This is an optimization exercise on Yosys and OpenROAD, whose aim is a short achievable clock period and few clock cycles, not a production implementation.
The RTL was checked by simulation tests, not by an equivalence proof against the original design.

## oak
## datapath
module datapath (
    input clk,
    input rst,
    input [31:0] data_in,
    input [31:0] inst_in,
    output [1:0] read_en,
    output [1:0] write_en,
    output [31:0] data_addr,
    output [31:0] inst_addr,
    output [31:0] data_out
);
Size in the first run: roughly 1400 flip-flops, about 170 I/O pins, about 83000 sq um of cells after synthesis.
Settings: LEC_CHECK=0, ABC_CLOCK_PERIOD_IN_PS=3000, CAP_MARGIN=20, CORE_MARGIN=2, CORE_UTILIZATION=40, PLACE_DENSITY=0.6, SETUP_SLACK_MARGIN=5, SLEW_MARGIN=20; clock period 10.0 ns.
standard.sh (not shown) runs the stock make flow with config.mk's settings and CLKGATE_MAP_FILE= SYNTH_SCRIPT=/design/flow/synth_recipe.tcl, a recipe that flattens the netlist after the stock synthesis.
==> flow/flow/run.sh <==
#!/bin/bash
set -euo pipefail
MARGIN=7
sed -E "s/SETUP_SLACK_MARGIN=[0-9.]+/SETUP_SLACK_MARGIN=${MARGIN} MATCH_CELL_FOOTPRINT=0/" standard.sh > standard_margin.sh
grep -q "SETUP_SLACK_MARGIN=${MARGIN} MATCH_CELL_FOOTPRINT=0" standard_margin.sh
bash standard_margin.sh > make_finish.log 2>&1
oak completed; timing, DRC and antenna clean
Testbench counts of oak, summed over its fixed seeds: cycles 93,449.
Relative to oak, the following input files were edited for pine:
--- a/flow/design.v
+++ b/flow/design.v
@@ -50,22 +50,24 @@
     input rst,
     input [31:0] data_in,
     input [31:0] inst_in,
     output [1:0] read_en,
     output [1:0] write_en,
     output [31:0] data_addr,
     output [31:0] inst_addr,
     output [31:0] data_out
 );
     wire stall;                  
-    wire redirect;               
+    wire mispredict;             
     wire [31:0] redirect_pc;
+    reg redirect;                
+    reg [31:0] redirect_q;
     reg [31:0] rf[1:31];
     reg [31:0] pc;
     assign inst_addr = pc;
     wire [6:0] f_opc = inst_in[6:0];
     wire [2:0] f_f3 = inst_in[14:12];
     wire f_jal = (f_opc == 7'b1101111);
     wire f_br = (f_opc == 7'b1100011);
     wire f_same = (inst_in[19:15] == inst_in[24:20]);
     reg f_hint;
     always @(*) begin
@@ -75,28 +77,29 @@
             3'b100:  f_hint = ~f_same;                  
             3'b101:  f_hint = 1'b1;                     
             3'b110:  f_hint = ~f_same;                  
             3'b111:  f_hint = f_same | inst_in[31];     
             default: f_hint = 1'b0;
         endcase
     end
     wire f_take = f_jal | (f_br & (f_hint | (inst_in[31] & ~f_same)));
     wire [31:0] f_immb = {{20{inst_in[31]}}, inst_in[7], inst_in[30:25], inst_in[11:8], 1'b0};
     wire [31:0] f_immj = {{12{inst_in[31]}}, inst_in[19:12], inst_in[20], inst_in[30:21], 1'b0};
-    wire [31:0] f_imm = inst_in[3] ? f_immj : f_immb;
-    wire [31:0] f_target;
-    ks_add #(.W(32)) f_add (.a(pc), .b(f_imm), .s(f_target));
+    wire [31:0] f_targb, f_targj;
+    ks_add #(.W(32)) f_add_b (.a(pc), .b(f_immb), .s(f_targb));
+    ks_add #(.W(32)) f_add_j (.a(pc), .b(f_immj), .s(f_targj));
+    wire [31:0] f_target = inst_in[3] ? f_targj : f_targb;
     wire [31:0] pc_seq = stall ? pc : pc + 32'd4;
     wire [31:0] pc_fetch = (f_take & ~stall) ? f_target : pc_seq;
     always @(posedge clk) begin
         if (rst) pc <= 32'd0;
-        else if (redirect) pc <= redirect_pc;
+        else if (redirect) pc <= redirect_q;
         else pc <= pc_fetch;
     end
     reg d_valid, d_pred;
     reg [31:0] d_ir, d_pc;
     always @(posedge clk) begin
         if (rst | redirect) d_valid <= 1'b0;
         else if (~stall) d_valid <= 1'b1;
         if (~stall) begin
             d_ir <= inst_in;
             d_pc <= pc;
@@ -256,34 +259,39 @@
     wire e_fa_r = ~e_fa_e & ~e_fa_m;
     wire e_fb_r = ~e_fb_e & ~e_fb_m;
     wire taken = (e_fa_e & e_fb_e & t_ee) | (e_fa_e & e_fb_m & t_em) | (e_fa_e & e_fb_r & t_er) |
                  (e_fa_m & e_fb_e & t_me) | (e_fa_m & e_fb_m & t_mm) | (e_fa_m & e_fb_r & t_mr) |
                  (e_fa_r & e_fb_e & t_re) | (e_fa_r & e_fb_m & t_rm) | (e_fa_r & e_fb_r & t_rr);
     wire [31:0] j_e, j_m, j_r;
     ks_add #(.W(32)) j_add_e (.a(m_res), .b(e_b), .s(j_e));
     ks_add #(.W(32)) j_add_m (.a(w_data), .b(e_b), .s(j_m));
     ks_add #(.W(32)) j_add_r (.a(e_a), .b(e_b), .s(j_r));
     wire [31:0] j_target = e_fa_e ? j_e : e_fa_m ? j_m : j_r;
-    assign redirect = (e_br & (taken ^ e_pred)) | e_jalr;
+    assign mispredict = ((e_br & (taken ^ e_pred)) | e_jalr) & ~redirect;
     assign redirect_pc = e_jalr ? {j_target[31:1], 1'b0} : e_alt;
+    always @(posedge clk) begin
+        if (rst) redirect <= 1'b0;
+        else redirect <= mispredict;
+        redirect_q <= redirect_pc;
+    end
     reg [31:0] m_sd;
     always @(posedge clk) begin
         if (rst) begin
             m_we <= 1'b0;
             m_ld <= 1'b0;
             m_rden <= 2'b00;
             m_wren <= 2'b00;
         end else begin
-            m_we <= e_we;
-            m_ld <= e_ld;
-            m_rden <= e_ld ? e_size : 2'b00;
-            m_wren <= e_st ? e_size : 2'b00;
+            m_we <= e_we & ~redirect;
+            m_ld <= e_ld & ~redirect;
+            m_rden <= (e_ld & ~redirect) ? e_size : 2'b00;
+            m_wren <= (e_st & ~redirect) ? e_size : 2'b00;
         end
         m_rd <= e_rd;
         m_sign <= e_sign;
         m_res <= e_result;
         m_sd <= s;
     end
     assign data_addr = m_res;
     assign data_out = m_sd;
     assign read_en = m_rden;
     assign write_en = m_wren;
### Flow results
Between pine and oak, it is pine whose delay of the slowest cell on the worst path is higher, by 30 ps. Per the comparison of pine with oak, final area increased about 1.4%, global-route wire length before repair increased about 1%, minimum clock period after layout decreased 590 ps, number of buffer and inverter instances along the worst setup path decreased 2, synthesized cell area increased 2.3%. pine ended with more number of inserted filler cells in the final layout than oak. pine ended with more fraction of area in multi-input gates than oak. Pre-CTS worst setup slack: lower on oak.
Testbench counts of pine, summed over its fixed seeds: cycles 96,728.

-- separate check: timing with driven ports --
No port has a modelled driver above. Below, the same layouts with a new extraction and two added sets of constraints. Step 1 assumes that a clkbuf_16 drives the clock port and a buf_2 every other input. Step 2 also shifts input and output timing later by t, the mid clock arrival at the registers, as if the neighbouring blocks saw the same clock. a / b / c = ideal / step 1 / step 2; a / b = the first two.
run | t (ns) | setup slack, ns | worst hold slack (ns) | latest minus earliest clock arrival (ns) | worst register clock-pin slew, ns
oak | 0.893 | 5.549 / 5.549 / 4.746 | 0.350 / 0.350 / 0.350 | 0.081 / 0.081 | 0.07 / 0.07
pine | 0.919 | 6.144 / 6.144 / 5.344 | 0.331 / 0.331 / 0.331 | 0.041 / 0.042 | 0.07 / 0.07
After both steps every run listed still meets setup and hold. The setup slack of oak, which loses most, moves by 0.000 ns with the drivers and by -0.803 ns with both steps.
